From an optimization exercise on the open Yosys and OpenROAD flow, aimed at small area and a short achievable clock period; shortcuts taken in it are not production practice. The RTL was checked by simulation tests, not by an equivalence proof against the original design. Power is estimated from default activity; no workload was simulated.

==> flow/design.v, too long to show whole: its modules and the start of the top module <==
// module ram: 46 lines
// module ram_aoi3: 6 lines
// module top: 949 lines
// module rst_gate: 6 lines
module top(rst,clk,acc,rom_addr,rom_data,ram_we,ram_waddr,ram_wdata);
  // ...
==> flow/flow/run.sh <==
#!/bin/bash
# The standard layout, with two changes: timing repair aims past the clock
# period, so that the resizer works on the paths that set the achieved period;
# and the port buffers are plain buffers (sky130_fd_sc_hd__buf_4) that the
# resizer may size, instead of the delay cells buffer_ports picks by itself.
set -euo pipefail
export SETUP_SLACK_MARGIN=12
export TNS_END_PERCENT=100
export BUFFER_PORTS_ARGS="-buffer_cell sky130_fd_sc_hd__buf_4"
bash standard.sh > flow_standard.log 2>&1
==> flow/standard.sh <==
#!/bin/bash
# synth_recipe.tcl (not shown) runs the flow's synth.tcl, then flattens the netlist and writes it again
# the make line also repeats each setting of config.mk as NAME=value (left out here)
make -C /OpenROAD-flow-scripts/flow DESIGN_CONFIG=/design/flow/config.mk WORK_HOME=/design/flow/orfs CLKGATE_MAP_FILE= SYNTH_SCRIPT=/design/flow/synth_recipe.tcl "${@:-finish}"
==> flow/config.mk <==
export PLATFORM = sky130hd
export DESIGN_NAME = top
export DESIGN_NICKNAME = top
export VERILOG_FILES = /design/flow/design.v
export SDC_FILE = /design/flow/constraint.sdc
export NUM_CORES = 4
export LEC_CHECK = 0
export CAP_MARGIN = 45
export CORE_MARGIN = 2
export CORE_UTILIZATION = 45
export CTS_CLUSTER_DIAMETER = 100
export CTS_CLUSTER_SIZE = 22
export PLACE_DENSITY = 0.6
export SLEW_MARGIN = 45
export SYNTH_HIERARCHICAL = 1
==> flow/constraint.sdc <==
create_clock -name core_clock -period 20.0 [get_ports {clk}]
set_input_delay 4.0000 -clock core_clock [delete_from_list [all_inputs] [get_ports {clk}]]
set_output_delay 4.0000 -clock core_clock [all_outputs]
set_load 0.01 [all_outputs]
==> results.json, run 1 <==
{
  "synth_fa_ha_area_share_pct": 4.75,
  "design.seq.count": 2342,
  "cp-end-kind": "output pin",
  "cp_slowest_stage_delay_ns": 0.55,
  "ys_seq_area_share_pct": 63.8,
  "buf_share_pct": 3.60,
  "post-route-period-util_pct": 42.6,
  "p_int_w": 0.00713,
  "powerComb_w": 0.00127,
  "critPathSlowestCell": "o211ai_1",
  "final_cell_mix": "edfxtp_1, nor2_1, a222oi_1",
  "worstMarginPinSlew_ns": 0.935,
  "placedCellCount": 10917,
  "overflow": 0,
  "inv_count": 282,
  "p_clk_share_pct": 29.8,
  "biggestCellCategory": "flip-flops and latches",
  "dr_total_vias": 75825,
  "multi_input_area_um2": 37000,
  "post_cts_resized": 219,
  "min_to": "ctrl2[3]",
  "worstHoldStart": "ctrl1_r[3]",
  "drv_slew": 0,
  "cp_data_arrival_time_ns": 4.52,
  "status": "timing/DRC/antenna clean",
  "synthMuxAreaShare_pct": 2.00,
  "p_seq_share_pct": 57.1,
  "r2r_start": "source0_r[14]",
  "synth-simple-area-share_pct": 10.7,
  "synth_common_cells": "edfxtp_1, nor2_1, a222oi_1",
  "cap_violations": 0,
  "crit_end": "rom_addr[9]",
  "worst_slack_ns": 11.48
}
==> module top, before the edit <==
module top(rst,clk,acc,rom_addr,rom_data,ram_we,ram_waddr,ram_wdata);
output [7:0] acc;
input rst,clk;
output [15:0] rom_addr;
input [23:0] rom_data;
output ram_we;
output [7:0] ram_waddr;
output [7:0] ram_wdata;
reg [5:0] s3sel;
reg [10:0] brf;
reg [20:0] opf;
reg [7:0] Rs, Rd;
reg [17:0] f_source0;
reg [16:0] f_dest0;
reg [5:0] f_ctrl1;
reg [1:0] f_op_len;
reg [17:0] source1;
reg [16:0] dest1;
wire [7:0] addr8;
wire [15:0] addr16;
reg  rom_read;
reg  i_ram_read;
reg  e_ram_read;
wire  hazard;
reg [7:0] add_src, add_dst;
reg [7:0] operand;
reg  bv_nr;
reg  bt_nr;
wire  nop_alu;
reg [7:0] data;
reg [7:0] ACC;
reg [7:0] B;
reg [7:0] PSW;
wire [15:0] SP;
wire [15:0] DPTR;
reg [7:0] SPH, DPL, DPH;
reg [7:0] sfrv;
wire [7:0] div_q, div_r;
wire [7:0] da_res;
reg [7:0] m;
reg [7:0] wd;
reg [7:0] A_C, B_C, PSW_C, DPL_C, DPH_C, SPH_C, dd_C;
reg [7:0] dd_branch;
reg c_branch;
wire [7:0] iram_read_data;
reg  R0_valid;
reg  R1_valid;
wire  R_invalid;
reg [7:0] R0;
reg [7:0] R1;
reg [1:0] bank;
reg [1:0] state, next_state, prev_state;
wire [17:0] source0;
reg [17:0] source2,source3,source4;
wire [16:0] dest0;
reg [16:0] dest2,dest3,dest4;
wire [5:0] ctrl1;
reg [5:0] ctrl2,ctrl3;
reg nop2, nop3, nop4;
wire [1:0] op_len;
wire [7:0] f0 = rst ? 8'h00 : rom_data[7:0];
wire [7:0] f1 = rst ? 8'h00 : rom_data[15:8];
wire [7:0] f2 = rst ? 8'h00 : rom_data[23:16];
reg [7:0] ins1, ins2;
reg [17:0] source0_r;
reg [16:0] dest0_r;
reg [5:0] ctrl1_r;
reg [1:0] op_len_r;
reg nop_dec, is_short, is_condbr, is_rjmp, is_ljmp;
always@(posedge clk) begin
  ins1 <= f1; ins2 <= f2;
  source0_r <= f_source0; dest0_r <= f_dest0; ctrl1_r <= f_ctrl1; op_len_r <= f_op_len;
  nop_dec   <= (f0 == 8'h00) || (f0 == 8'b0000_0010);
  is_short  <= (f0 == 8'b0100_0000) || (f0 == 8'b0101_0000) || (f0 == 8'b0110_0000) || (f0 == 8'b0111_0000) || (f0[7:3] == 5'b11011);
  is_condbr <= (f0 == 8'b0001_0000) || (f0 == 8'b0010_0000) || (f0 == 8'b0011_0000) || (f0[7:3] == 5'b10111) ||
               (f0[7:1] == 7'b1011011) || (f0 == 8'b1011_0101) || (f0 == 8'b1011_0100) || (f0 == 8'b1101_0101) ||
               (f0[7:3] == 5'b11011) || (f0 == 8'b0100_0000) || (f0 == 8'b0101_0000) || (f0 == 8'b0110_0000) || (f0 == 8'b0111_0000);
  is_rjmp   <= (f0 == 8'b1000_0000) || (f0 == 8'b0111_0011);
  is_ljmp   <= (f0 == 8'b0000_0010);
end
assign source0 = source0_r;
assign dest0 = dest0_r;
assign ctrl1 = ctrl1_r;
assign op_len = op_len_r;
reg rst_seq;
always@(posedge clk) rst_seq <= rst;
wire bv = bv_nr & ~rst;
wire bt = bt_nr & ~rst;
wire flush = bv & bt;
reg dwait;
wire stall_dec    = dwait ? ~bv    : (~hazard & is_condbr);
wire stall_dec_nr = dwait ? ~bv_nr : (~hazard & is_condbr);
always@(posedge clk)
  if (rst) dwait <= 1'b0;
  else if (dwait) dwait <= ~bv;
  else dwait <= ~hazard & is_condbr;
reg stall_dec_delay;
always@(posedge clk) stall_dec_delay <= stall_dec;
wire stall_addr    = hazard & ~(stall_dec    | stall_dec_delay);
wire stall_addr_nr = hazard & ~(stall_dec_nr | stall_dec_delay);
wire stall    = stall_addr    | stall_dec;
wire stall_nr = stall_addr_nr | stall_dec_nr;
reg [15:0] PC;
wire [15:0] pc_t1 = PC + {{8{ins1[7]}}, ins1} + 16'd2;
wire [15:0] pc_t2 = PC + {{8{ins2[7]}}, ins2} + 16'd3;
wire [15:0] pc_t4 = PC + {14'b0, op_len};
wire pc_inc_nr = ~stall_nr & ~rst_seq;
wire taken_nr = bv_nr & bt_nr;
wire [15:0] pc_jmp = is_rjmp ? pc_t1 : is_ljmp ? {ins1, ins2} : pc_t4;
wire [15:0] pc_tkn = is_short ? pc_t1 : pc_t2;
wire pc_go = is_rjmp | is_ljmp | pc_inc_nr;
wire [15:0] pc_nr = taken_nr ? pc_tkn : pc_go ? pc_jmp : PC;
rst_gate #(16) rom_addr_gate(rst, pc_nr, rom_addr);
always@(posedge clk) PC <= rom_addr;
wire nop_add = rst || flush || nop_dec;
always@(posedge clk) begin
  if (rst || flush || nop_dec || stall_addr || stall_dec_delay) nop2 <= 1'b1;
  else nop2 <= 1'b0;
  if (rst || flush) nop3 <= 1'b1;
  else nop3 <= nop2;
  if (rst || nop_alu) nop4 <= 1'b1;
  else nop4 <= nop3;
  if (rst)              begin source2 <= 18'b0; dest2 <= 17'b0; end
  else if (!stall_addr) begin source2 <= source1; dest2 <= dest1; end
  if (rst) begin source3 <= 18'b0; dest3 <= 17'b0; end
  else     begin source3 <= source2; dest3 <= dest2; end
  if (rst) begin source4 <= 18'b0; dest4 <= 17'b0; end
  else     begin source4 <= source3; dest4 <= dest3; end
  if (!stall_addr) ctrl2 <= ctrl1;
  ctrl3 <= ctrl2;
end
assign acc = ACC;
wire wb_dst_ram = dest4[16] && !dest4[15] && dest4[14];
wire ram_write = !rst && !nop4 && wb_dst_ram;
wire [7:0] ram_write_addr = (!rst && wb_dst_ram) ? dest4[7:0] : 8'b0;
wire [7:0] ram_write_data = (source4[17] && !source4[16] && source4[15]) ? source4[7:0] : data;
rst_gate #(1) ram_we_gate(rst, !nop4 && wb_dst_ram, ram_we);
rst_gate #(8) ram_waddr_gate(rst, wb_dst_ram ? dest4[7:0] : 8'b0, ram_waddr);
assign ram_wdata = ram_write_data;
always@(*)
begin
        casex (f0)
          8'bxxx1_0001  : f_op_len = 2'h2;
          8'bxxx0_0001   : f_op_len = 2'h2;
          8'b1011_1xxx : f_op_len = 2'h3;
          8'b1101_1xxx : f_op_len = 2'h2;
          8'b1010_1xxx : f_op_len = 2'h2;
          8'b0111_1xxx : f_op_len = 2'h2;
          8'b1000_1xxx : f_op_len = 2'h2;
          8'b1011_011x : f_op_len = 2'h3;
          8'b1000_011x : f_op_len = 2'h2;
          8'b1010_011x : f_op_len = 2'h2;
          8'b0111_011x : f_op_len = 2'h2;
          8'b0010_0101  : f_op_len = 2'h2;
          8'b0010_0100  : f_op_len = 2'h2;
          8'b0011_0101 : f_op_len = 2'h2;
          8'b0011_0100 : f_op_len = 2'h2;
          8'b0101_0101  : f_op_len = 2'h2;
          8'b0101_0100  : f_op_len = 2'h2;
          8'b0101_0010 : f_op_len = 2'h2;
          8'b0101_0011 : f_op_len = 2'h3;
          8'b1000_0010  : f_op_len = 2'h2;
          8'b1011_0000 : f_op_len = 2'h2;
          8'b1011_0101 : f_op_len = 2'h3;
          8'b1011_0100 : f_op_len = 2'h3;
          8'b1100_0010  : f_op_len = 2'h2;
          8'b1011_0010  : f_op_len = 2'h2;
          8'b0001_0101  : f_op_len = 2'h2;
          8'b1101_0101 : f_op_len = 2'h3;
          8'b0000_0101  : f_op_len = 2'h2;
          8'b0010_0000     : f_op_len = 2'h3;
          8'b0001_0000    : f_op_len = 2'h3;
          8'b0100_0000     : f_op_len = 2'h2;
          8'b0011_0000    : f_op_len = 2'h3;
          8'b0101_0000    : f_op_len = 2'h2;
          8'b0111_0000    : f_op_len = 2'h2;
          8'b0110_0000     : f_op_len = 2'h2;
          8'b0001_0010  : f_op_len = 2'h3;
          8'b0000_0010   : f_op_len = 2'h3;
          8'b1110_0101  : f_op_len = 2'h2;
          8'b0111_0100  : f_op_len = 2'h2;
          8'b1111_0101 : f_op_len = 2'h2;
          8'b1000_0101 : f_op_len = 2'h3;
          8'b0111_0101 : f_op_len = 2'h3;
          8'b1010_0010 : f_op_len = 2'h2;
          8'b1001_0010 : f_op_len = 2'h2;
          8'b1001_0000 : f_op_len = 2'h3;
          8'b0100_0101  : f_op_len = 2'h2;
          8'b0100_0100  : f_op_len = 2'h2;
          8'b0100_0010 : f_op_len = 2'h2;
          8'b0100_0011 : f_op_len = 2'h3;
          8'b0111_0010  : f_op_len = 2'h2;
          8'b1010_0000 : f_op_len = 2'h2;
          8'b1101_0000    : f_op_len = 2'h2;
          8'b1100_0000   : f_op_len = 2'h2;
          8'b1101_0010 : f_op_len = 2'h2;
          8'b1000_0000   : f_op_len = 2'h2;
          8'b1001_0101 : f_op_len = 2'h2;
          8'b1001_0100 : f_op_len = 2'h2;
          8'b1100_0101  : f_op_len = 2'h2;
          8'b0110_0101  : f_op_len = 2'h2;
          8'b0110_0100  : f_op_len = 2'h2;
          8'b0110_0010 : f_op_len = 2'h2;
          8'b0110_0011 : f_op_len = 2'h3;
          default : f_op_len = 2'h1;
        endcase
end
always@(*) begin
casex(f0)
	8'b0010_0100	  : f_ctrl1 = 6'b0;
	8'b0010_0101	  : f_ctrl1 = 6'b0;
	8'b0010_011x	  : f_ctrl1 = 6'b0;
	8'b0010_1xxx	  : f_ctrl1 = 6'b0;
	8'b0011_0100	  : f_ctrl1 = 6'b1;
	8'b0011_0101	  : f_ctrl1 = 6'b1;
	8'b0011_011x	  : f_ctrl1 = 6'b1;
	8'b0011_1xxx	  : f_ctrl1 = 6'b1;
	8'b1001_0100	  : f_ctrl1 = 6'b10;
	8'b1001_0101	  : f_ctrl1 = 6'b10;
	8'b1001_011x	  : f_ctrl1 = 6'b10;
	8'b1001_1xxx	  : f_ctrl1 = 6'b10;
	8'b0000_0100	  : f_ctrl1 = 6'b11;
	8'b0000_0101	  : f_ctrl1 = 6'b11;
	8'b0000_1xxx	  : f_ctrl1 = 6'b11;
	8'b0000_011x	  : f_ctrl1 = 6'b11;
	8'b0001_0100	  : f_ctrl1 = 6'b100;
	8'b0001_0101	  : f_ctrl1 = 6'b100;
	8'b0001_1xxx	  : f_ctrl1 = 6'b100;
	8'b0001_011x	  : f_ctrl1 = 6'b100;
	8'b1010_0100 	  : f_ctrl1 = 6'b101;
	8'b1000_0100	  : f_ctrl1 = 6'b110;
	8'b1101_0100 	  : f_ctrl1 = 6'b111;
	8'b0101_0100	  : f_ctrl1 = 6'b10000;
	8'b0101_0101	  : f_ctrl1 = 6'b10000;
	8'b0101_011x	  : f_ctrl1 = 6'b10000;
	8'b0101_1xxx	  : f_ctrl1 = 6'b10000;
	8'b0101_0100	  : f_ctrl1 = 6'b10100;
	8'b0101_0010	  : f_ctrl1 = 6'b10100;
	8'b0100_0100	  : f_ctrl1 = 6'b10001;
	8'b0100_0101	  : f_ctrl1 = 6'b10001;
	8'b0100_011x	  : f_ctrl1 = 6'b10001;
	8'b0100_1xxx	  : f_ctrl1 = 6'b10001;
	8'b0100_0100	  : f_ctrl1 = 6'b10101;
	8'b0100_0010	  : f_ctrl1 = 6'b10101;
	8'b0110_0100	  : f_ctrl1 = 6'b10010;
	8'b0110_0101	  : f_ctrl1 = 6'b10010;
	8'b0110_011x	  : f_ctrl1 = 6'b10010;
	8'b0110_1xxx	  : f_ctrl1 = 6'b10010;
	8'b0110_0010	  : f_ctrl1 = 6'b10110;
	8'b1110_0100	  : f_ctrl1 = 6'b10011;
	8'b1111_0100 	  : f_ctrl1 = 6'b10111;
	8'b0000_0011 	  : f_ctrl1 = 6'b01001;
	8'b0010_0011 	  : f_ctrl1 = 6'b01010;
	8'b0001_0011 	  : f_ctrl1 = 6'b01101;
	8'b0011_0011 	  : f_ctrl1 = 6'b01110;
	8'b1110_1xxx	  : f_ctrl1 = 6'b01000;
	8'b1110_0101	  : f_ctrl1 = 6'b01000;
	8'b1110_011x	  : f_ctrl1 = 6'b01000;
	8'b0111_0100	  : f_ctrl1 = 6'b01000;
	8'b1111_1xxx	  : f_ctrl1 = 6'b01000;
	8'b1010_1xxx	  : f_ctrl1 = 6'b01000;
	8'b0111_1xxx	  : f_ctrl1 = 6'b01000;
	8'b1111_0101	  : f_ctrl1 = 6'b01000;
	8'b1000_1xxx	  : f_ctrl1 = 6'b01000;
	8'b1000_0101	  : f_ctrl1 = 6'b01000;
	8'b1000_011x	  : f_ctrl1 = 6'b01000;
	8'b0111_0101	  : f_ctrl1 = 6'b01000;
	8'b1111_011x	  : f_ctrl1 = 6'b01000;
	8'b1010_011x	  : f_ctrl1 = 6'b01000;
	8'b0111_011x	  : f_ctrl1 = 6'b01000;
	8'b1110_011x	  : f_ctrl1 = 6'b01000;
	8'b1111_011x	  : f_ctrl1 = 6'b01000;
	8'b1100_1xxx	  : f_ctrl1 = 6'b01011;
	8'b1100_0101	  : f_ctrl1 = 6'b01011;
	8'b1100_011x	  : f_ctrl1 = 6'b01011;
	8'b1100_0101	  : f_ctrl1 = 6'b01011;
  	8'b1100_0100     : f_ctrl1 = 6'b01111;
  	8'b1100_0010    : f_ctrl1 = 6'b11000;
  	8'b1100_0011    : f_ctrl1 = 6'b11000;
  	8'b1101_0011   : f_ctrl1 = 6'b11001; 
  	8'b1101_0010   : f_ctrl1 = 6'b11001; 
  	8'b1011_0010    : f_ctrl1 = 6'b11010; 
  	8'b1011_0011    : f_ctrl1 = 6'b11010; 
  	8'b1000_0010    : f_ctrl1 = 6'b11011;
  	8'b1011_0000   : f_ctrl1 = 6'b11100;
  	8'b0111_0010    : f_ctrl1 = 6'b11101;
  	8'b1010_0000   : f_ctrl1 = 6'b11110;
  	8'b1010_0010   : f_ctrl1 = 6'b11111;
  	8'b1001_0010   : f_ctrl1 = 6'b11111;
  	8'bxxx1_0001    : f_ctrl1 = 6'b100000;
  	8'b0001_0010    : f_ctrl1 = 6'b100001;
  	8'b0010_0010      : f_ctrl1 = 6'b100010;
  	8'bxxx0_0001     : f_ctrl1 = 6'b100011;
  	8'b0000_0010     : f_ctrl1 = 6'b100100;
  	8'b1000_0000     : f_ctrl1 = 6'b100101;
  	8'b0111_0011    : f_ctrl1 = 6'b100110;
  	8'b1011_0100   : f_ctrl1 = 6'b110000;
  	8'b1011_1xxx   : f_ctrl1 = 6'b110001;
  	8'b1011_011x   : f_ctrl1 = 6'b110010;
  	8'b1011_0101   : f_ctrl1 = 6'b100111;
  	8'b1101_1xxx   : f_ctrl1 = 6'b101000;
  	8'b1101_0101   : f_ctrl1 = 6'b101000;
  	8'b0110_0000       : f_ctrl1 = 6'b101001;
  	8'b0111_0000      : f_ctrl1 = 6'b101010;
  	8'b0100_0000       : f_ctrl1 = 6'b101011;
  	8'b0101_0000      : f_ctrl1 = 6'b101100;
  	8'b0010_0000       : f_ctrl1 = 6'b101101;
  	8'b0011_0000      : f_ctrl1 = 6'b101110;
  	8'b0001_0000      : f_ctrl1 = 6'b101111;
  	default   : f_ctrl1 = 6'b111111;
endcase
end
always@(*) begin
casex(f0)
  	8'b1011_011x   	: f_dest0 = {9'b0,f1};
  	8'b1011_0100   	: f_dest0 = {9'b0,f1};
	8'b1101_0101		: f_dest0 = {3'b101,6'b0,f1};
	8'b1101_1xxx		: f_dest0 = {3'b101,2'b10,9'b0,f0[2:0]};
	8'b0000_0011			: f_dest0 = {2'b11,7'b1,8'b0};
	8'b0001_0011		: f_dest0 = {2'b11,7'b1,8'b0};
	8'b0010_0011			: f_dest0 = {2'b11,7'b1,8'b0};
	8'b0011_0011		: f_dest0 = {2'b11,7'b1,8'b0};
	8'b1100_0100		: f_dest0 = {2'b11,7'b1,8'b0};	
	8'b1101_0100			: f_dest0 = {2'b11,7'b1,8'b0};
	8'b1110_0100		: f_dest0 = {2'b11,7'b1,8'b0};	
	8'b1111_0100		: f_dest0 = {2'b11,7'b1,8'b0};	
	8'b0000_0100		: f_dest0 = {2'b11,7'b1,8'b0};	
	8'b0001_0100		: f_dest0 = {2'b11,7'b1,8'b0};	
	8'b0010_0100		: f_dest0 = {2'b11,7'b1,8'b0};	
	8'b0011_0100		: f_dest0 = {2'b11,7'b1,8'b0};	
	8'b0100_0100		: f_dest0 = {2'b11,7'b1,8'b0};	
	8'b0101_0100		: f_dest0 = {2'b11,7'b1,8'b0};	
	8'b0110_0100		: f_dest0 = {2'b11,7'b1,8'b0};	
	8'b0111_0100		: f_dest0 = {2'b11,7'b1,8'b0};	
	8'b1001_0100		: f_dest0 = {2'b11,7'b1,8'b0};	
	8'b0010_0101		: f_dest0 = {2'b11,7'b1,8'b0};	
	8'b0011_0101		: f_dest0 = {2'b11,7'b1,8'b0};	
	8'b0100_0101		: f_dest0 = {2'b11,7'b1,8'b0};	
	8'b0101_0101		: f_dest0 = {2'b11,7'b1,8'b0};	
	8'b0110_0101		: f_dest0 = {2'b11,7'b1,8'b0};	
	8'b1001_0101		: f_dest0 = {2'b11,7'b1,8'b0};	
	8'b1110_0101		: f_dest0 = {2'b11,7'b1,8'b0};	
	8'b0010_011x		: f_dest0 = {2'b11,7'b1,8'b0};	
	8'b0011_011x		: f_dest0 = {2'b11,7'b1,8'b0};	
	8'b0100_011x		: f_dest0 = {2'b11,7'b1,8'b0};	
	8'b0101_011x		: f_dest0 = {2'b11,7'b1,8'b0};	
	8'b0110_011x		: f_dest0 = {2'b11,7'b1,8'b0};	
	8'b1001_011x		: f_dest0 = {2'b11,7'b1,8'b0};	
	8'b1110_011x		: f_dest0 = {2'b11,7'b1,8'b0};	
	8'b0010_1xxx		: f_dest0 = {2'b11,7'b1,8'b0};	
	8'b0011_1xxx		: f_dest0 = {2'b11,7'b1,8'b0};	
	8'b0100_1xxx		: f_dest0 = {2'b11,7'b1,8'b0};	
	8'b0101_1xxx		: f_dest0 = {2'b11,7'b1,8'b0};	
	8'b0110_1xxx		: f_dest0 = {2'b11,7'b1,8'b0};	
	8'b1001_1xxx		: f_dest0 = {2'b11,7'b1,8'b0};	
	8'b1110_1xxx		: f_dest0 = {2'b11,7'b1,8'b0};	
	8'b0000_0101		: f_dest0 = {3'b101,6'b0,f1};
	8'b0001_0101		: f_dest0 = {3'b101,6'b0,f1};
	8'b0111_0101		: f_dest0 = {3'b101,6'b0,f1};
	8'b1000_0101		: f_dest0 = {3'b101,6'b0,f1};
	8'b1111_0101		: f_dest0 = {3'b101,6'b0,f1};
	8'b1000_011x		: f_dest0 = {3'b101,6'b0,f1};
	8'b1000_1xxx		: f_dest0 = {3'b101,6'b0,f1};
	8'b0111_011x		: f_dest0 = {3'b101,2'b01,11'b0,f0[0]};
	8'b1111_011x		: f_dest0 = {3'b101,2'b01,11'b0,f0[0]};
	8'b1010_011x		: f_dest0 = {3'b101,2'b01,11'b0,f0[0]};
	8'b1100_0101		: f_dest0 = {3'b101,6'b1,f1};
	8'b1000_0100		: f_dest0 = {2'b11,7'b1,3'b0,2'b1,3'b0};
	8'b1010_0100		: f_dest0 = {2'b11,7'b1,3'b0,2'b1,3'b0};
	8'b1100_011x		: f_dest0 = {3'b101,2'b01,4'b1,7'b0,f0[0]};
	8'b1101_011x		: f_dest0 = {3'b101,2'b01,4'b1,7'b0,f0[0]};
	8'b0000_1xxx		: f_dest0 = {3'b101,2'b10,9'b0,f0[2:0]};
	8'b0001_1xxx		: f_dest0 = {3'b101,2'b10,9'b0,f0[2:0]};
	8'b0111_1xxx		: f_dest0 = {3'b101,2'b10,9'b0,f0[2:0]};
	8'b1010_1xxx		: f_dest0 = {3'b101,2'b10,9'b0,f0[2:0]};
	8'b1111_1xxx		: f_dest0 = {3'b101,2'b10,9'b0,f0[2:0]};
	8'b1100_1xxx		: f_dest0 = {3'b101,2'b10,4'b1,5'b0,f0[2:0]};
	8'b0111_0010		: f_dest0 = {3'b110,6'b0,3'd7,2'b11,3'b0};
	8'b1000_0010		: f_dest0 = {3'b110,6'b0,3'd7,2'b11,3'b0};
	8'b1010_0010		: f_dest0 = {3'b110,6'b0,3'd7,2'b11,3'b0};
	8'b1010_0000		: f_dest0 = {3'b110,6'b0,3'd7,2'b11,3'b0};
	8'b1011_0000		: f_dest0 = {3'b110,6'b0,3'd7,2'b11,3'b0};
	8'b1011_0011		: f_dest0 = {3'b110,6'b0,3'd7,2'b11,3'b0};
	8'b1100_0011		: f_dest0 = {3'b110,6'b0,3'd7,2'b11,3'b0};
	8'b1101_0011		: f_dest0 = {3'b110,6'b0,3'd7,2'b11,3'b0};
	8'b1011_0010		: f_dest0 = {3'b101,2'b11,4'b0,f1};
	8'b1100_0010		: f_dest0 = {3'b101,2'b11,4'b0,f1};
	8'b1101_0010		: f_dest0 = {3'b101,2'b11,4'b0,f1};
	8'b1001_0010		: f_dest0 = {3'b101,2'b11,4'b0,f1};
	8'b0000_011x		: f_dest0 = {3'b100,2'b01,11'b0,f0[0]};		
	8'b0001_011x		: f_dest0 = {3'b100,2'b01,11'b0,f0[0]};		
	8'b0100_0010		: f_dest0 = {3'b101,6'b0,f1};
	8'b0101_0010		: f_dest0 = {3'b101,6'b0,f1};
	8'b0110_0010		: f_dest0 = {3'b101,6'b0,f1};
	default		: f_dest0 = 17'b0;
endcase
casex(f0)
	8'b1011_0100		: f_source0 = {3'b101,7'b0,f1};			
	8'b1011_0101		: f_source0 = {3'b100,7'b0,f1};			
	8'b1011_011x		: f_source0 = {3'b100,2'b01,12'b0,f0[0]};		
	8'b1011_1xxx		: f_source0 = {3'b100,2'b10,10'b0,f0[2:0]};		
	8'b1101_0101		: f_source0 = {3'b100,7'b0,f1};			
	8'b1101_1xxx		: f_source0 = {3'b100,2'b10,10'b0,f0[2:0]};		
	8'b1100_0100   	: f_source0 = {3'b101,15'b0};
	8'b1101_0100     	: f_source0 = {3'b101,15'b0};
	8'b1110_0100  	: f_source0 = {3'b101,15'b0};
	8'b1111_0100  	: f_source0 = {3'b101,15'b0};
	8'b0000_0011     	: f_source0 = {3'b101,15'b0};
	8'b0001_0011    	: f_source0 = {3'b101,15'b0};
	8'b0010_0011     	: f_source0 = {3'b101,15'b0};
	8'b0011_0011    	: f_source0 = {3'b101,15'b0};
	8'b0000_0100  	: f_source0 = {3'b110,2'b0,2'b10,11'b0};
	8'b0001_0100  	: f_source0 = {3'b110,2'b0,2'b10,11'b0};
	8'b1000_0100    	: f_source0 = {3'b110,2'b0,2'b10,11'b0};
	8'b1010_0100    	: f_source0 = {3'b110,2'b0,2'b10,11'b0};
	8'b1111_0101 	: f_source0 = {3'b110,2'b0,2'b10,11'b0};
	8'b1111_011x 	: f_source0 = {3'b110,2'b0,2'b10,11'b0};
	8'b1111_1xxx 	: f_source0 = {3'b110,2'b0,2'b10,11'b0};
	8'b0010_0100		: f_source0 = {3'b101,7'b0,f1};			
	8'b0011_0100		: f_source0 = {3'b101,7'b0,f1};		
	8'b0100_0100		: f_source0 = {3'b101,7'b0,f1};		
	8'b0101_0100		: f_source0 = {3'b101,7'b0,f1};		
	8'b0110_0100		: f_source0 = {3'b101,7'b0,f1};		
	8'b0111_0100		: f_source0 = {3'b101,7'b0,f1};		
	8'b1001_0100		: f_source0 = {3'b101,7'b0,f1};		
	8'b0111_0101		: f_source0 = {3'b101,7'b0,f2};	
	8'b0111_011x		: f_source0 = {3'b101,7'b0,f1};	
	8'b0111_1xxx		: f_source0 = {3'b101,7'b0,f1};	
	8'b0000_0101		: f_source0 = {3'b100,7'b0,f1};		
	8'b0001_0101		: f_source0 = {3'b100,7'b0,f1};		
	8'b0010_0101		: f_source0 = {3'b100,7'b0,f1};			
	8'b0011_0101		: f_source0 = {3'b100,7'b0,f1};		
	8'b0100_0101		: f_source0 = {3'b100,7'b0,f1};			
	8'b0101_0101		: f_source0 = {3'b100,7'b0,f1};			
	8'b0110_0101		: f_source0 = {3'b100,7'b0,f1};			
	8'b1001_0101		: f_source0 = {3'b100,7'b0,f1};		
	8'b1110_0101		: f_source0 = {3'b100,7'b0,f1};			
	8'b1100_0101		: f_source0 = {3'b100,7'b0,f1};		
	8'b1000_0101		: f_source0 = {3'b100,7'b0,f1};		
	8'b1010_011x		: f_source0 = {3'b100,7'b0,f1};		
	8'b1010_1xxx		: f_source0 = {3'b100,7'b0,f1};	
	8'b0100_0010		: f_source0 = {3'b100,7'b0,f1};
	8'b0101_0010		: f_source0 = {3'b100,7'b0,f1};
	8'b0110_0010		: f_source0 = {3'b100,7'b0,f1};
	8'b0000_011x		: f_source0 = {3'b100,2'b01,12'b0,f0[0]};		
	8'b0001_011x		: f_source0 = {3'b100,2'b01,12'b0,f0[0]};		
	8'b0010_011x		: f_source0 = {3'b100,2'b01,12'b0,f0[0]};			
	8'b0011_011x		: f_source0 = {3'b100,2'b01,12'b0,f0[0]};			
	8'b0100_011x		: f_source0 = {3'b100,2'b01,12'b0,f0[0]};			
	8'b0101_011x		: f_source0 = {3'b100,2'b01,12'b0,f0[0]};			
	8'b0110_011x		: f_source0 = {3'b100,2'b01,12'b0,f0[0]};			
	8'b1001_011x		: f_source0 = {3'b100,2'b01,12'b0,f0[0]};			
	8'b1110_011x		: f_source0 = {3'b100,2'b01,12'b0,f0[0]};			
	8'b1000_011x		: f_source0 = {3'b100,2'b01,12'b0,f0[0]};		
	8'b1100_011x		: f_source0 = {3'b100,2'b01,12'b0,f0[0]};		
	8'b1101_011x		: f_source0 = {3'b100,2'b01,12'b0,f0[0]};		
	8'b0000_1xxx		: f_source0 = {3'b100,2'b10,10'b0,f0[2:0]};		
	8'b0001_1xxx		: f_source0 = {3'b100,2'b10,10'b0,f0[2:0]};		
	8'b0010_1xxx		: f_source0 = {3'b100,2'b10,10'b0,f0[2:0]};			
	8'b0011_1xxx		: f_source0 = {3'b100,2'b10,10'b0,f0[2:0]};			
	8'b0100_1xxx		: f_source0 = {3'b100,2'b10,10'b0,f0[2:0]};			
	8'b0101_1xxx		: f_source0 = {3'b100,2'b10,10'b0,f0[2:0]};			
	8'b0110_1xxx		: f_source0 = {3'b100,2'b10,10'b0,f0[2:0]};			
	8'b1001_1xxx		: f_source0 = {3'b100,2'b10,10'b0,f0[2:0]};			
	8'b1110_1xxx		: f_source0 = {3'b100,2'b10,10'b0,f0[2:0]};			
	8'b1000_1xxx		: f_source0 = {3'b100,2'b10,10'b0,f0[2:0]};		
	8'b1100_1xxx		: f_source0 = {3'b100,2'b10,10'b0,f0[2:0]};		
	8'b0111_0010		: f_source0 = {3'b100,2'b11,2'b0,f1[2:0],f1};		
	8'b1000_0010		: f_source0 = {3'b100,2'b11,2'b0,f1[2:0],f1};		
	8'b1010_0010		: f_source0 = {3'b100,2'b11,2'b0,f1[2:0],f1};		
	8'b1010_0000		: f_source0 = {3'b100,2'b11,2'b0,f1[2:0],f1};		
	8'b1011_0000		: f_source0 = {3'b100,2'b11,2'b0,f1[2:0],f1};		
	8'b1011_0010		: f_source0 = {3'b100,2'b11,2'b0,f1[2:0],f1};		
	8'b1100_0010		: f_source0 = {3'b100,2'b11,2'b0,f1[2:0],f1};		
	8'b1101_0010		: f_source0 = {3'b100,2'b11,2'b0,f1[2:0],f1};		
	8'b0010_0000			: f_source0 = {3'b100,2'b11,2'b0,f1[2:0],f1};		
	8'b0011_0000		: f_source0 = {3'b100,2'b11,2'b0,f1[2:0],f1};		
	8'b0001_0000		: f_source0 = {3'b100,2'b11,2'b0,f1[2:0],f1};		
	8'b1011_0011	  	: f_source0 = {3'b110,2'b0,2'b11,3'b0,8'd7};			
	8'b1100_0011    	: f_source0 = {3'b110,2'b0,2'b11,3'b0,8'd7};						
	8'b1101_0011   	: f_source0 = {3'b110,2'b0,2'b11,3'b0,8'd7};			
	8'b1001_0010   	: f_source0 = {3'b110,2'b0,2'b11,3'b0,8'd7};					  
	default 	: f_source0 = 18'b0;
endcase
end
always@(*) begin
  if (source0[17] && !source0[16] && !source0[15]) begin
    case (source0[14:13])
      2'b00   : add_src = source0[7:0];
      2'b01   : add_src = Rs;
      2'b10   : add_src = {3'b0,PSW[4:3],source0[2:0]};
      2'b11   : add_src = source0[7] ? {source0[7:3],3'b0} : {2'b0,1'b1,source0[7:3]};
      default : add_src = 8'b0;
    endcase
    if( source0[14:13] != 2'b11 ) 
      case (add_src)
        8'h82 : source1 = {5'b11100,2'b0,3'd2,add_src};   
        8'h83 : source1 = {5'b11100,2'b0,3'd3,add_src};   
        8'h81 : source1 = {5'b11100,2'b0,3'd7,add_src};   
        8'hF0 : source1 = {5'b11100,2'd1,3'b0,add_src};  
        8'hE0 : source1 = {5'b11100,2'd2,3'b0,add_src};  
        8'hD0 : source1 = {5'b11100,2'd3,3'b0,add_src};  
        default : source1 = {10'b1000000000,add_src};
      endcase
    else
      case (add_src)
        8'h82 : source1 = {5'b11100,2'b0,3'd2,source0[7:0]};   
        8'h83 : source1 = {5'b11100,2'b0,3'd3,source0[7:0]};   
        8'h81 : source1 = {5'b11100,2'b0,3'd7,source0[7:0]};   
        8'hF0 : source1 = {5'b11100,2'd1,3'b0,source0[7:0]};  
        8'hE0 : source1 = {5'b11100,2'd2,3'b0,source0[7:0]};  
        8'hD0 : source1 = {5'b11100,2'd3,3'b0,source0[7:0]};  
        default : source1 = {7'b1000000,source0[2:0],add_src};
      endcase
  end
  else begin
    source1 = source0;
    add_src = 8'b0;
  end
end
always@(*) begin
  if (dest0[16] && !dest0[15]) begin
    case (dest0[13:12])
      2'b00   : add_dst = dest0[7:0];
      2'b01   : add_dst = Rd;
      2'b10   : add_dst = {3'b0,PSW[4:3],dest0[2:0]};
      2'b11   : add_dst = dest0[7] ? {dest0[7:3],3'b0} : {2'b0,1'b1,dest0[7:3]};
      default : add_dst = 8'b0;
    endcase
    case (add_dst)
      8'h82 : dest1 = {3'b110,4'b0,dest0[9:8],dest0[2:0],2'd0,3'd2};
      8'h83 : dest1 = {3'b110,4'b0,dest0[9:8],dest0[2:0],2'd0,3'd3};
      8'h81 : dest1 = {3'b110,4'b0,dest0[9:8],dest0[2:0],2'd0,3'd7};
      8'hF0 : dest1 = {3'b110,4'b0,dest0[9:8],dest0[2:0],2'd1,3'd0};
      8'hE0 : dest1 = {3'b110,4'b0,dest0[9:8],dest0[2:0],2'd2,3'd0};
      8'hD0 : dest1 = {3'b110,4'b0,dest0[9:8],dest0[2:0],2'd3,3'd0};
      default : begin
        if      (add_dst == {3'b0,PSW[4:3],3'b0})  dest1 = {5'b10100,2'b01,dest0[9:8],add_dst}; 
        else if (add_dst == {3'b0,PSW[4:3],3'b1})  dest1 = {5'b10100,2'b10,dest0[9:8],add_dst}; 
        else                                   dest1 = {5'b10100,2'b00,dest0[9:8],add_dst}; 
      end
    endcase
  end
  else begin
    dest1 = dest0;
    add_dst = 8'b0;
  end
end
assign addr16 = source1[15:0];
assign addr8 = (source1[14] && source1[13]) ? (source1[7] ? {source1[7:3],3'b0} : {2'b0,1'b1,source1[7:3]}) : source1[7:0];
always@(*) begin
rom_read = 1'b0;
i_ram_read = 1'b0;
e_ram_read = 1'b0;
if (rst || nop_add) begin
  rom_read = 1'b0;
  i_ram_read = 1'b0;
  e_ram_read = 1'b0;
end
else if (!source1[17])  
  	if (!source1[16]) e_ram_read = 1'b1;
  	else rom_read = 1'b1;
else 
	if (!source1[15] && !source1[16]) i_ram_read = 1'b1;
end
function [7:0] bitbyte;
  input [7:0] b;
  bitbyte = b[7] ? {b[7:3], 3'b0} : {2'b0, 1'b1, b[7:3]};
endfunction
function is_sfr_addr;
  input [7:0] a;
  is_sfr_addr = (a == 8'h81) || (a == 8'h82) || (a == 8'h83) || (a == 8'hD0) || (a == 8'hE0) || (a == 8'hF0);
endfunction
function [4:0] sfr_code;
  input [7:0] a;
  sfr_code = (a == 8'h82) ? {2'd0, 3'd2} : (a == 8'h83) ? {2'd0, 3'd3} : (a == 8'h81) ? {2'd0, 3'd7} :
             (a == 8'hF0) ? {2'd1, 3'd0} : (a == 8'hE0) ? {2'd2, 3'd0} : {2'd3, 3'd0};
endfunction
wire [7:0] hz_dir_n = f_source0[7:0];                        
wire [7:0] hz_bit_n = bitbyte(f_source0[7:0]);               
wire [7:0] hz_rs_n  = f_source0[0] ? R1_next : R0_next;      
wire [7:0] hz_rdr_n = f_dest0[0] ? R1_next : R0_next;        
wire [7:0] hz_rd_n  = is_sfr_addr(hz_rdr_n) ? {f_dest0[2:0], sfr_code(hz_rdr_n)} : hz_rdr_n;
wire [7:0] d2_next = stall_addr ? dest2[7:0] : dest1[7:0];
reg [2:0] eq_dir, eq_bit, eq_rs, eq_rd;    
reg [2:0] eq_rsn, eq_rdn;                  
reg eq_dir4;
always@(posedge clk) begin
  eq_dir <= {hz_dir_n == dest3[7:0], hz_dir_n == dest2[7:0], hz_dir_n == d2_next};
  eq_bit <= {hz_bit_n == dest3[7:0], hz_bit_n == dest2[7:0], hz_bit_n == d2_next};
  eq_rs  <= {hz_rs_n  == dest3[7:0], hz_rs_n  == dest2[7:0], hz_rs_n  == d2_next};
  eq_rd  <= {hz_rd_n  == dest3[7:0], hz_rd_n  == dest2[7:0], hz_rd_n  == d2_next};
  eq_rsn <= {dest3[7:5] == 3'b0 && dest3[2:0] == f_source0[2:0], dest2[7:5] == 3'b0 && dest2[2:0] == f_source0[2:0],
             d2_next[7:5] == 3'b0 && d2_next[2:0] == f_source0[2:0]};
  eq_rdn <= {dest3[7:5] == 3'b0 && dest3[2:0] == f_dest0[2:0], dest2[7:5] == 3'b0 && dest2[2:0] == f_dest0[2:0],
             d2_next[7:5] == 3'b0 && d2_next[2:0] == f_dest0[2:0]};
end
wire [2:0] hz_nop  = {nop4, nop3, nop2};
wire [16:0] dk0 = dest2, dk1 = dest3, dk2 = dest4;
wire [2:0] ramw   = ~hz_nop & {dk2[16] & ~dk2[15], dk1[16] & ~dk1[15], dk0[16] & ~dk0[15]};
wire [2:0] ramw14 = ramw & {dk2[14], dk1[14], dk0[14]};
wire [2:0] pswk   = ~hz_nop & {dk2[16] & dk2[15] & dk2[4] & dk2[3], dk1[16] & dk1[15] & dk1[4] & dk1[3], dk0[16] & dk0[15] & dk0[4] & dk0[3]};
wire [2:0] ri0    = ramw & {dk2[10], dk1[10], dk0[10]};
wire [2:0] ri1    = ramw & {dk2[11], dk1[11], dk0[11]};
wire [2:0] bankeq = {dk2[4:3] == PSW[4:3], dk1[4:3] == PSW[4:3], dk0[4:3] == PSW[4:3]};
wire s_dir = source0[17:13] == 5'b10000;
wire s_ind = source0[17:13] == 5'b10001;
wire s_reg = source0[17:13] == 5'b10010;
wire s_bit = source0[17:13] == 5'b10011;
wire d_ind = dest0[16:12] == 5'b10101;
wire d_reg = dest0[16:12] == 5'b10110;
wire s_sel = source0[0], d_sel = dest0[0];
wire hz_s = (s_dir & |(ramw14 & eq_dir)) |
            (s_bit & (|(ramw14[1:0] & eq_bit[1:0]) | (ramw14[2] & (eq_dir[2] | eq_bit[2])))) |
            (s_ind & (|pswk | |(s_sel ? ri1 : ri0) | (s_sel ? ~R1_valid : ~R0_valid) | R_invalid | |(ramw & eq_rs))) |
            (s_reg & (|pswk | |(ramw & eq_rsn & bankeq)));
wire hz_d = (d_ind & (|pswk | |(d_sel ? ri1 : ri0) | (d_sel ? ~R1_valid : ~R0_valid) | R_invalid | |(ramw & eq_rd))) |
            (d_reg & (|pswk | |(ramw & eq_rdn & bankeq)));
assign hazard = hz_s | hz_d;
always@(posedge clk)
  if (rst)
    operand <= 8'b0;
  else if (source2[17] && !source2[16] && !source2[15])
    operand <= iram_read_data;
  else if (source2[17] && !source2[16] && source2[15])
    operand <= source2[7:0];
  else if (source2[17] && source2[16] && source2[15])
    operand <= 8'b0;
	wire [17:0] src = source3;
	wire [16:0] des = dest3;
	wire [7:0] opnd = operand;
	assign SP = {SPH, 8'b0};
	assign DPTR = {DPH, DPL};
	wire c_in  = PSW[7];
	wire ac_in = PSW[6];
	assign nop_alu = (des[16:15] == 2'b11);
	wire s_sfr = src[17] & src[16];
	wire s_imm = src[17] & src[15];
	always @(*) begin
		sfrv = ({8{s3sel[0]}} & ACC) | ({8{s3sel[1]}} & B) | ({8{s3sel[2]}} & PSW) |
		       ({8{s3sel[3]}} & DPL) | ({8{s3sel[4]}} & DPH) | ({8{s3sel[5]}} & SPH);
	end
	always@(posedge clk)
		if (rst) s3sel <= 6'b0;
		else s3sel <= {source2[12:8] == 5'b00111, source2[12:8] == 5'b00011, source2[12:8] == 5'b00010,
		               source2[12:8] == 5'b11000, source2[12:8] == 5'b01000, source2[12:8] == 5'b10000};
	wire [7:0] sv = s_sfr ? sfrv : s_imm ? src[7:0] : opnd;
	wire ts_a  = (src[12:11] == 2'b10);
	wire ts_b  = (src[12:11] == 2'b01);
	wire ts_p  = (src[12:11] == 2'b11);
	wire ts_lo = (src[12:11] == 2'b00);
	wire ts_dl = ts_lo & (src[10:8] == 3'b010);
	wire ts_dh = ts_lo & (src[10:8] == 3'b011);
	wire ts_sh = ts_lo & (src[10:8] == 3'b111);
	wire ts_pc = ts_lo & ((src[10:8] == 3'b100) | (src[10:8] == 3'b101) | (src[10:8] == 3'b110));
	wire [7:0] tsv = ts_a ? ACC : ts_b ? B : ts_p ? PSW : ts_dl ? DPL : ts_dh ? DPH : ts_sh ? SPH : ts_pc ? 8'b0 : ACC;
	wire d_sfr = des[16] & des[15];
	wire td_a  = (des[4:3] == 2'b10) | des[8];
	wire td_b  = ~td_a & (des[4:3] == 2'b01);
	wire td_p  = ~td_a & (des[4:3] == 2'b11);
	wire td_lo = ~td_a & (des[4:3] == 2'b00);
	wire td_dl = td_lo & (des[2:0] == 3'b010);
	wire td_dh = td_lo & (des[2:0] == 3'b011);
	wire td_sh = td_lo & (des[2:0] == 3'b111);
	wire [7:0] tdv = td_a ? ACC : td_b ? B : td_p ? PSW : td_dl ? DPL : td_dh ? DPH : td_sh ? SPH : 8'b0;
	wire d_is_c = (des[16:15] == 2'b11) && (des[4:3] == 2'b11) && (des[7:5] == 3'b111);
	wire v = ~nop3;
	wire [2:0] u = ctrl3[5:3];
	wire [2:0] o = ctrl3[2:0];
	function [20:0] opdec;
		input [5:0] c;
		reg [2:0] uu, oo;
		begin
			uu = c[5:3]; oo = c[2:0];
			opdec = 21'b0;
			opdec[0]  = (uu == 3'b000) & (oo == 3'd0 || oo == 3'd1 || oo == 3'd2);
			opdec[1]  = (uu == 3'b000) & (oo == 3'd3 || oo == 3'd4);
			opdec[2]  = (uu == 3'b000) & (oo == 3'd5);
			opdec[3]  = (uu == 3'b000) & (oo == 3'd6);
			opdec[4]  = (uu == 3'b000) & (oo == 3'd7);
			opdec[5]  = (uu == 3'b001) & (oo == 3'd0);
			opdec[6]  = (uu == 3'b001) & (oo == 3'd1);
			opdec[7]  = (uu == 3'b001) & (oo == 3'd2);
			opdec[8]  = (uu == 3'b001) & (oo == 3'd3);
			opdec[9]  = (uu == 3'b001) & (oo == 3'd5);
			opdec[10] = (uu == 3'b001) & (oo == 3'd6);
			opdec[11] = (uu == 3'b001) & (oo == 3'd7);
			opdec[12] = (uu == 3'b010) & (oo == 3'd0 || oo == 3'd1 || oo == 3'd2);
			opdec[13] = (uu == 3'b010) & (oo == 3'd4 || oo == 3'd5 || oo == 3'd6);
			opdec[14] = (uu == 3'b010) & (oo == 3'd3);
			opdec[15] = (uu == 3'b010) & (oo == 3'd7);
			opdec[16] = (uu == 3'b011) & (oo == 3'd0 || oo == 3'd1 || oo == 3'd2);
			opdec[17] = (uu == 3'b011) & (oo == 3'd3 || oo == 3'd4 || oo == 3'd5 || oo == 3'd6);
			opdec[18] = (uu == 3'b011) & (oo == 3'd7);
			opdec[19] = (c == 6'b101111) || (c == 6'b101000);
			opdec[20] = (c == 6'b100111) || (c == 6'b110000) || (c == 6'b110001) || (c == 6'b110010);
		end
	endfunction
	always@(posedge clk) opf <= opdec(ctrl2);
	wire op_addsub = v & opf[0];
	wire op_incdec = v & opf[1];
	wire op_mul    = v & opf[2];
	wire op_div    = v & opf[3];
	wire op_da     = v & opf[4];
	wire op_mov    = v & opf[5];
	wire op_rr     = v & opf[6];
	wire op_rl     = v & opf[7];
	wire op_xch    = v & opf[8];
	wire op_rrc    = v & opf[9];
	wire op_rlc    = v & opf[10];
	wire op_swapn  = v & opf[11];
	wire op_lga    = v & opf[12];
	wire op_lgd    = v & opf[13];
	wire op_clra   = v & opf[14];
	wire op_cpla   = v & opf[15];
	wire op_bmod   = v & opf[16];
	wire op_cbit   = v & opf[17];
	wire op_movb   = v & opf[18];
	wire sub = (o == 3'd2);
	wire cin = (o == 3'd0) ? sub : (sub ? ~c_in : c_in);
	wire [7:0] sv_x = sub ? ~sv : sv;
	wire [4:0] lo_sum = {1'b0, ACC[3:0]} + {1'b0, sv_x[3:0]} + {4'b0, cin};
	wire [4:0] hi_sum = {1'b0, ACC[7:4]} + {1'b0, sv_x[7:4]} + {4'b0, lo_sum[4]};
	wire [7:0] as_res = {hi_sum[3:0], lo_sum[3:0]};
	wire as_c  = hi_sum[4] ^ sub;
	wire as_ac = lo_sum[4] ^ sub;
	wire [7:0] id_in  = s_sfr ? tsv : opnd;
	wire [7:0] id_res = (o == 3'd3) ? id_in + 8'd1 : id_in - 8'd1;
	wire [15:0] mul_res = ACC * B;
	wire [9:0] div_b1 = {2'b0, B};
	wire [9:0] div_b2 = {1'b0, B, 1'b0};
	wire [9:0] div_b3 = div_b1 + div_b2;
	wire [1:0] div_p3 = ACC[7:6];
	wire [10:0] div_e3_1 = {9'b0, div_p3} - {1'b0, div_b1};
	wire [10:0] div_e3_2 = {9'b0, div_p3} - {1'b0, div_b2};
	wire [10:0] div_e3_3 = {9'b0, div_p3} - {1'b0, div_b3};
	wire [1:0] div_q3 = ~div_e3_3[10] ? 2'd3 : ~div_e3_2[10] ? 2'd2 : ~div_e3_1[10] ? 2'd1 : 2'd0;
	wire [1:0] div_r3 = ~div_e3_3[10] ? div_e3_3[1:0] : ~div_e3_2[10] ? div_e3_2[1:0] : ~div_e3_1[10] ? div_e3_1[1:0] : div_p3;
	wire [3:0] div_p2 = {div_r3, ACC[5:4]};
	wire [10:0] div_e2_1 = {7'b0, div_p2} - {1'b0, div_b1};
	wire [10:0] div_e2_2 = {7'b0, div_p2} - {1'b0, div_b2};
	wire [10:0] div_e2_3 = {7'b0, div_p2} - {1'b0, div_b3};
	wire [1:0] div_q2 = ~div_e2_3[10] ? 2'd3 : ~div_e2_2[10] ? 2'd2 : ~div_e2_1[10] ? 2'd1 : 2'd0;
	wire [3:0] div_r2 = ~div_e2_3[10] ? div_e2_3[3:0] : ~div_e2_2[10] ? div_e2_2[3:0] : ~div_e2_1[10] ? div_e2_1[3:0] : div_p2;
	wire [5:0] div_p1 = {div_r2, ACC[3:2]};
	wire [10:0] div_e1_1 = {5'b0, div_p1} - {1'b0, div_b1};
	wire [10:0] div_e1_2 = {5'b0, div_p1} - {1'b0, div_b2};
	wire [10:0] div_e1_3 = {5'b0, div_p1} - {1'b0, div_b3};
	wire [1:0] div_q1 = ~div_e1_3[10] ? 2'd3 : ~div_e1_2[10] ? 2'd2 : ~div_e1_1[10] ? 2'd1 : 2'd0;
	wire [5:0] div_r1 = ~div_e1_3[10] ? div_e1_3[5:0] : ~div_e1_2[10] ? div_e1_2[5:0] : ~div_e1_1[10] ? div_e1_1[5:0] : div_p1;
	wire [7:0] div_p0 = {div_r1, ACC[1:0]};
	wire [10:0] div_e0_1 = {3'b0, div_p0} - {1'b0, div_b1};
	wire [10:0] div_e0_2 = {3'b0, div_p0} - {1'b0, div_b2};
	wire [10:0] div_e0_3 = {3'b0, div_p0} - {1'b0, div_b3};
	wire [1:0] div_q0 = ~div_e0_3[10] ? 2'd3 : ~div_e0_2[10] ? 2'd2 : ~div_e0_1[10] ? 2'd1 : 2'd0;
	assign div_r = ~div_e0_3[10] ? div_e0_3[7:0] : ~div_e0_2[10] ? div_e0_2[7:0] : ~div_e0_1[10] ? div_e0_1[7:0] : div_p0;
	assign div_q = {div_q3, div_q2, div_q1, div_q0};
	wire b_nz = |B;
	assign da_res[3:0] = (ACC[3] & (ACC[2] | ACC[1]) & ac_in) ? (ACC[3:0] + 4'b0110) : ACC[3:0];
	assign da_res[7:4] = (ACC[7] & (ACC[6] | ACC[5]) & c_in) ? (ACC[7:4] + 4'b0110) : ACC[7:4];
	wire da_c = ACC[7] | (ACC[6] & (ACC[2] | ACC[3] | ACC[4]));
	function [7:0] lop;
		input [1:0] f;
		input [7:0] x, y;
		lop = (f == 2'b00) ? (x & y) : (f == 2'b01) ? (x | y) : (x ^ y);
	endfunction
	wire [7:0] lx = (src[17] & src[15]) ? src[7:0] : ACC;
	function [7:0] bmod;
		input [1:0] f;
		input [7:0] x;
		input [2:0] i;
		bmod = (f == 2'b00) ? (x & ~(8'b1 << i)) : (f == 2'b01) ? (x | (8'b1 << i)) : (x ^ (8'b1 << i));
	endfunction
	wire bitv = s_sfr ? sfrv[src[2:0]] : opnd[src[10:8]];
	wire [2:0] td_bit = td_dh ? 3'd3 : td_sh ? 3'd7 : des[7:5];
	wire we_s = s_sfr & (op_incdec | op_xch | op_bmod);
	wire [7:0] ws = op_incdec ? id_res : op_xch ? ACC : bmod(o[1:0], tsv, src[2:0]);
	wire we_d = d_sfr & (op_mov | op_lgd | (op_movb & ~d_is_c));
	always @(*) begin
		wd = tdv;
		if (op_mov) wd = sv;
		else if (op_lgd) wd = lop(o[1:0], tdv, lx);
		else wd[td_bit] = c_in;
	end
	always @(*) begin
		A_C = ACC;
		if (op_addsub)                 A_C = as_res;
		if (op_da)                     A_C = da_res;
		if (op_rr)                     A_C = {ACC[0], ACC[7:1]};
		if (op_rl)                     A_C = {ACC[6:0], ACC[7]};
		if (op_rrc)                    A_C = {c_in, ACC[7:1]};
		if (op_rlc)                    A_C = {ACC[6:0], c_in};
		if (op_swapn)                  A_C = {ACC[3:0], ACC[7:4]};
		if (op_xch)                    A_C = s_sfr ? tsv : opnd;
		if (op_lga)                    A_C = lop(o[1:0], ACC, sv);
		if (op_clra)                   A_C = 8'b0;
		if (op_cpla)                   A_C = ~ACC;
		if (we_s & ts_a & ~op_xch)     A_C = ws;
		if (we_d & td_a)               A_C = wd;
		if (op_mul)                    A_C = mul_res[7:0];
		if (op_div & b_nz)             A_C = div_q;
		B_C = B;
		if (we_s & ts_b)               B_C = ws;
		if (we_d & td_b)               B_C = wd;
		if (op_mul)                    B_C = mul_res[15:8];
		if (op_div & b_nz)             B_C = div_r;
		PSW_C = PSW;
		if (op_addsub)                 PSW_C = {as_c, as_ac, PSW[5:3], as_c ^ as_res[7], PSW[1:0]};
		if (op_mul)                    PSW_C = {1'b0, PSW[6:3], b_nz, PSW[1:0]};
		if (op_div)                    PSW_C = {1'b0, PSW[6:3], ~(&B), PSW[1:0]};
		if (op_da)                     PSW_C = {da_c, PSW[6:0]};
		if (op_rrc)                    PSW_C = {ACC[0], PSW[6:0]};
		if (op_rlc)                    PSW_C = {ACC[7], PSW[6:0]};
		if (we_s & ts_p & ~op_incdec)  PSW_C = ws;
		if (op_incdec)                 PSW_C = {1'b0, PSW[6:0]};
		if (we_d & td_p)               PSW_C = wd;
		if (op_cbit)                   PSW_C = {(o == 3'd3) ? (c_in & bitv) : (o == 3'd4) ? (c_in & ~bitv) :
		                                        (o == 3'd5) ? (c_in | bitv) : (c_in | ~bitv), PSW[6:0]};
		if (op_movb & d_is_c)          PSW_C = {(src[17:16] == 2'b11) ? sfrv[src[2:0]] : opnd[src[2:0]], PSW[6:0]};
		DPL_C = DPL;
		if (we_s & ts_dl)              DPL_C = ws;
		if (we_d & td_dl)              DPL_C = wd;
		DPH_C = DPH;
		if (we_s & ts_dh)              DPH_C = ws;
		if (we_d & td_dh)              DPH_C = wd;
		SPH_C = SPH;
		if (we_s & ts_sh)              SPH_C = ws;
		if (we_d & td_sh)              SPH_C = wd;
		dd_C = data;
		if (op_incdec & ~s_sfr)        dd_C = id_res;
		if (op_mov & ~d_sfr)           dd_C = sv;
		if (op_xch & ~s_sfr)           dd_C = ACC;
		if (op_lgd & ~d_sfr)           dd_C = lop(o[1:0], opnd, lx);
		if (op_bmod & ~s_sfr)          dd_C = bmod(o[1:0], opnd, src[10:8]);
		if (op_movb & ~d_is_c & ~d_sfr) begin dd_C = opnd; dd_C[src[2:0]] = c_in; end
	end
	wire [7:0] bval = (src[17:16] == 2'b11) ? sfrv : opnd;
	wire [7:0] dj = bval - 8'b1;
	wire [7:0] jbc_clr = s_sfr ? (sfrv & ~(8'b1 << src[2:0])) : (opnd & ~(8'b1 << src[10:8]));
	always@(posedge clk) begin
		brf[0]  <= ctrl2 == 6'b101001;
		brf[1]  <= ctrl2 == 6'b101010;
		brf[2]  <= ctrl2 == 6'b101011;
		brf[3]  <= ctrl2 == 6'b101100;
		brf[4]  <= ctrl2 == 6'b101101;
		brf[5]  <= ctrl2 == 6'b101110;
		brf[6]  <= ctrl2 == 6'b101111;
		brf[7]  <= (ctrl2 == 6'b100111) || (ctrl2 == 6'b110000) || (ctrl2 == 6'b110001) || (ctrl2 == 6'b110010);
		brf[8]  <= (ctrl2 == 6'b110001) || (ctrl2 == 6'b110010);
		brf[9]  <= ctrl2 == 6'b110000;
		brf[10] <= ctrl2 == 6'b101000;
	end
	wire ne_r = (opnd != des[7:0]);
	wire lt_r = (opnd < des[7:0]);
	wire ne_i = (ACC != src[7:0]);
	wire lt_i = (ACC < src[7:0]);
	wire ne_sfr = (s3sel[1] & (ACC != B)) | (s3sel[2] & (ACC != PSW)) | (s3sel[3] & (ACC != DPL)) |
	              (s3sel[4] & (ACC != DPH)) | (s3sel[5] & (ACC != SPH)) | (~(|s3sel) & (|ACC));
	wire ne_b = s_sfr ? ne_sfr : (ACC != opnd);
	wire lt_b = (ACC < bval);
	wire cj_ne = brf[8] ? ne_r : brf[9] ? ne_i : ne_b;
	wire cj_lt = brf[8] ? lt_r : brf[9] ? lt_i : lt_b;
	wire acc_nz = |ACC;
	always @(*) begin
		bv_nr = v & (|brf[7:0] | brf[10]);
		bt_nr = v & ((brf[0] & ~acc_nz) | (brf[1] & acc_nz) | (brf[2] & c_in) | (brf[3] & ~c_in) |
		             ((brf[4] | brf[6]) & bitv) | (brf[5] & ~bitv) | (brf[7] & cj_ne) | (brf[10] & (bval != 8'h01)));
		dd_branch = 8'b0;
		if (v & brf[6] & bitv) dd_branch = jbc_clr;
		if (v & brf[10])       dd_branch = dj;
		c_branch = v ? (brf[7] & cj_ne & cj_lt) : PSW[7];
	end
	wire is_cjne = (ctrl3 == 6'b100111) || (ctrl3 == 6'b110000) ||
	               (ctrl3 == 6'b110001) || (ctrl3 == 6'b110010);
	always@(posedge clk)
		if (rst) begin
			data <= 8'b0;
			ACC <= 8'b0;
			B <= 8'b0;
			PSW <= 8'b0;
			DPL <= 8'b0;
			DPH <= 8'b0;
			SPH <= 8'b0;
		end
		else begin
			data <= opf[19] ? dd_branch : dd_C;
			ACC <= A_C;
			B <= B_C;
			PSW <= opf[20] ? {c_branch, PSW_C[6:0]} : PSW_C;
			DPL <= DPL_C;
			DPH <= DPH_C;
			SPH <= SPH_C;
		end
localparam INIT = 2'b00, FETCH_R0 = 2'b01, FETCH_R1 = 2'b10, VALID = 2'b11;
wire fetch = (state == FETCH_R0) || (state == FETCH_R1);
ram ram(clk,rst,i_ram_read,addr8,fetch,PSW[4:3],state[1],iram_read_data,ram_write,ram_write_addr,ram_write_data);
always@(posedge clk)
	if (rst) state <= INIT;
  else state <= next_state;
always@(posedge clk)
  if (rst) prev_state <= INIT;
  else prev_state <= state;
always@(*) begin
  next_state = state;
	case(state)
    INIT:
      next_state = FETCH_R0;
    FETCH_R0:
      if(R0_valid && R1_valid)  next_state = VALID;
      else if (R0_valid)        next_state = FETCH_R1;
      else if(!i_ram_read)            next_state = FETCH_R1;
    FETCH_R1:
      if(R0_valid && R1_valid)  next_state = VALID;
      else if (R1_valid)        next_state = FETCH_R0;
      else if(!i_ram_read)            next_state = VALID;
    VALID:
      if(!R0_valid)             next_state = FETCH_R0;
      else if (!R1_valid)       next_state = FETCH_R1;
  endcase
end
assign R_invalid = (bank != PSW[4:3]);
wire w_r0 = ram_write && (ram_write_addr == {3'b0,PSW[4:3],3'b0});
wire w_r1 = ram_write && (ram_write_addr == {3'b0,PSW[4:3],3'b1});
wire got_r0 = (prev_state == FETCH_R0) && (state != FETCH_R0);
wire got_r1 = (prev_state == FETCH_R1) && (state != FETCH_R1);
always@(posedge clk)
  if (rst) R0_valid <= 1'b0;
  else if (w_r0) R0_valid <= 1'b1;
  else if (got_r0) R0_valid <= 1'b1;
  else if (R_invalid) R0_valid <= 1'b0;
always@(posedge clk)
  if (rst) R1_valid <= 1'b0;
  else if (w_r1) R1_valid <= 1'b1;
  else if (got_r1) R1_valid <= 1'b1;
  else if (R_invalid) R1_valid <= 1'b0;
wire [7:0] R0_next = rst ? 8'b0 : got_r0 ? iram_read_data : w_r0 ? ram_write_data : R0;
wire [7:0] R1_next = rst ? 8'b0 : got_r1 ? iram_read_data : w_r1 ? ram_write_data : R1;
always@(posedge clk) begin
  R0 <= R0_next;
  R1 <= R1_next;
end
always@(posedge clk) begin
  Rs <= f_source0[0] ? R1_next : R0_next;
  Rd <= f_dest0[0] ? R1_next : R0_next;
end
always@(posedge clk)
	if (rst) bank <= 2'b0;
	else if (bank != PSW[4:3]) bank <= PSW[4:3];
endmodule
==> run 2: changes to the inputs <==
--- a/flow/design.v
+++ b/flow/design.v
@@ -185,8 +185,8 @@
 wire wb_dst_ram = dest4[16] && !dest4[15] && dest4[14];
 wire ram_write = !rst && !nop4 && wb_dst_ram;
-wire [7:0] ram_write_addr = (!rst && wb_dst_ram) ? dest4[7:0] : 8'b0;
+wire [7:0] ram_write_addr = dest4[7:0];
 wire [7:0] ram_write_data = (source4[17] && !source4[16] && source4[15]) ? source4[7:0] : data;
 rst_gate #(1) ram_we_gate(rst, !nop4 && wb_dst_ram, ram_we);
-rst_gate #(8) ram_waddr_gate(rst, wb_dst_ram ? dest4[7:0] : 8'b0, ram_waddr);
+assign ram_waddr = ram_write_addr;
 assign ram_wdata = ram_write_data;
 always@(*)
==> run 2 against run 1 <==
  * Critical path type is now in2out
  * Still clean
  * Highest routed layer unchanged
  * Synthesized cell count about the same
  * Sequential power up 1%
  * Utilization shrank 0.60 points
  * Setup slack lost 0.00060 ns
  * Count of clock-buffer cells in the layout down 5
  * Register-to-register slack got worse by 0.16 ns
  * Sequential cell count unchanged
  * Non-clock buffer count fell by 50
  * Power grew 3.7%
  * Wire length is 2.1% lower
==> results.json, run 2 <==
{
  "synth_top_cell_area_share_pct": 57.5,
  "die-area_um2": 237000,
  "drive_gt1_share_pct": 12.8,
  "p_leak_nw": 38.9,
  "dp_hpwl_mm": 239,
  "grt_max_degree": 165,
  "hold_viol_final": 0,
  "setup_viol": 0,
  "largest_reg_flops": 2000,
  "rsz0062_at_grt": "yes",
  "cp-end-kind": "output pin",
  "port_buffers": 66,
  "status": "timing/DRC/antenna clean",
  "drtIter0Drc": 13900,
  "worstPathRequired_ns": 16.00,
  "die_h_um": 486,
  "cts.clk_slew.worst_paths_ns": 0.09,
  "path_max_fanout": 6,
  "clockBufferDepth": 3,
  "slew_headroom_pct": 36.4,
  "core-area_um2": 232000,
  "peakVddDrop_v": 0.0000779,
  "dr_total_vias": 74637,
  "start_util_pct": 45.2,
  "ys.flop_type": "edfxtp_1",
  "p_total_w": 0.0100,
  "drt-vias-per-instance": 6.67,
  "ys_warn_count": 57,
  "synth_cells": 8033,
  "critical_path_class": "in2out",
  "powerDensity_nw_per_um2": 86.7,
  "ant_nets": 0,
  "area_delta_synth_final_pct": 10.2,
  "synth_top_area_cell": "edfxtp_1",
  "wl_per_cell_um": 32.4,
  "clock-sinks": 2342,
  "synth.distinct_cells": 117,
  "clock_latency_ns": 0.86,
  "cp_data_arrival_time_ns": 4.53,
  "synth.most_common_cell": "edfxtp_1",
  "htreeDepth": 3,
  "fin_util_pct": 49.8,
  "antenna_found_initial": 19,
  "synth_area_um2": 105000,
  "clockRootBuffer": "clkbuf_16",
  "cts_hold_buffers": 0,
  "ys_top_cells_by_area": "edfxtp_1, a222oi_1, dfxtp_1",
  "async_reset_ff_share_pct": 0,
  "cts_made_buffers": 121,
  "start_kind": "input port",
  "cts_tree": "done",
  "final_common_cell": "edfxtp_1",
  "finClkSkew_ns": 0.0652,
  "ys_seq_area_share_pct": 64.0,
  "die_w_um": 486,
  "gp_congestion": 0.986,
  "fmax_mhz": 117,
  "cap_violations": 0,
  "synth_edf_count": 2006,
  "post-route-period-util_pct": 42.6,
  "nNetsFinal": 8480,
  "final_cell_mix": "edfxtp_1, nor2_1, a222oi_1",
  "drt_wl_total_mm": 363,
  "grt_pass1_wl_mm": 514,
  "syn_avg_cell_area_um2": 13.0,
  "synth_seq_cells": 2342,
  "grt_pass1_vias": 71060,
  "boundaryPins": 67,
  "hold_path.class": "reg2reg",
  "reg.largest.list": "ram.mem (2000), opf (20), source0_r (17)",
  "fin_setup_tns_ns": 0,
  "dr.pass1.iters": 13,
  "rows": 177,
  "drc": 0,
  "overflow": 0,
  "synth_common_cells": "edfxtp_1, nor2_1, a222oi_1",
  "dpl_cell_area_um2": 109000,
  "period_needed_ns": 8.53,
  "worstMarginPinSlew_ns": 0.954,
  "finalInstanceArea_um2": 115000,
  "top_register": "ram.mem",
  "drv_slew": 0,
  "grt_use_total_pct": 29.7
}
## run 2: changes by cell type after synthesis, sizes merged, moves of 12 or more
cell	change
o21ai	-13
a22oi	+18
and2	-25
buf	-12
a211oi	+17
a21oi	+27
a21o	-15
a31oi	+20
mux2	-17
clkbuf	+34
xnor2	-17
## run 2: metrics by stage
step | setup WS (ns) | hold slack [ns] | instances
floorplan | 11.73 | 0.346 | 8098
global placement | 9.98 | 0.389 | 10852
detailed placement | 10.20 | 0.392 | 10878
CTS | 11.48 | 0.415 | 11135
global route | 11.44 | 0.417 | 11178
finish | 11.48 | 0.412 | 11183
## run 2: layout make-up
type                            count  area (um2)
Inverter                          281        1090
Fill cell                       19921      116000
Multi-Input combinational cell   4976       36600
Sequential cell                  2342       67000
Clock buffer                      150        3170
Tap cell                         3043        3810
Antenna cell                        7        17.5
Timing Repair Buffer              367        3390
Clock inverter                     17         268
## run 2: Yosys stat by module, one instance, submodules excluded, a selection
module | copies in the design | cell area (um2)
top | 1 | 31800
ram_aoi3 | 86 | 90.1
ram | 1 | 65000
## run 2: final timing paths
kind	cells after the start	endpoint	slack, ns	from
max	4	rom_addr[10]	11.48	rst
max reg2reg	41	B[6]	11.85	B[5]
min	0	ctrl2[1]	0.41	ctrl1_r[1]
min reg2reg	0	ctrl2[1]	0.41	ctrl1_r[1]
## run 2: cells by family after synthesis
logic type,count (synthesis),synth area share [%]
XOR/XNOR,244,2.04
adder cells (fa/ha/maj),365,4.76
multiplexers,158,1.89
other,1,0.00358
buffers and inverters,780,3.10
flip-flops,2342,64.0
AO/OA/AOI/OAI,1834,13.8
AND/OR/NAND/NOR,2309,10.5
## run 2: what timing repair did
| action | in CTS | in global routing |
|---|---|---|
| pin swaps | 62 | 83 |
| setup buffers | 83 | 36 |
| setup endpoints to repair | 28 | 35 |
| cloned | 7 | 2 |
| resized for setup | 186 | 109 |
## run 2: critical path: stages
cell	delay, ns
clkbuf_16	0.15
buf_12	0.14
nor2b_4	0.11
buf_6	0.11
## run 2: per-layer routing
layer,share of wire [%],up-vias,wire length [um],track usage (%)
li1,-,31821,-,-
met1,38,37511,140000,40.1
met2,46,4508,167000,47.2
met3,10,783,36700,5.22
met4,5.2,14,18800,13.2
met5,0.027,-,97,0
## run 2: report_power, final
| group | internal [W] | switching [W] |
|---|---|---|
| Clock | 0.00113 | 0.00157 |
| Combinational | 0.000647 | 0.00109 |
| Sequential | 0.00547 | 0.0000945 |

Check on run 2: ideal ports give 11.475 ns setup slack; a clkbuf_16 on the clock port and buf_2 on the inputs give 11.241 ns; moving port delays by the midpoint clock arrival (0.908 ns) as well gives 11.236 ns.
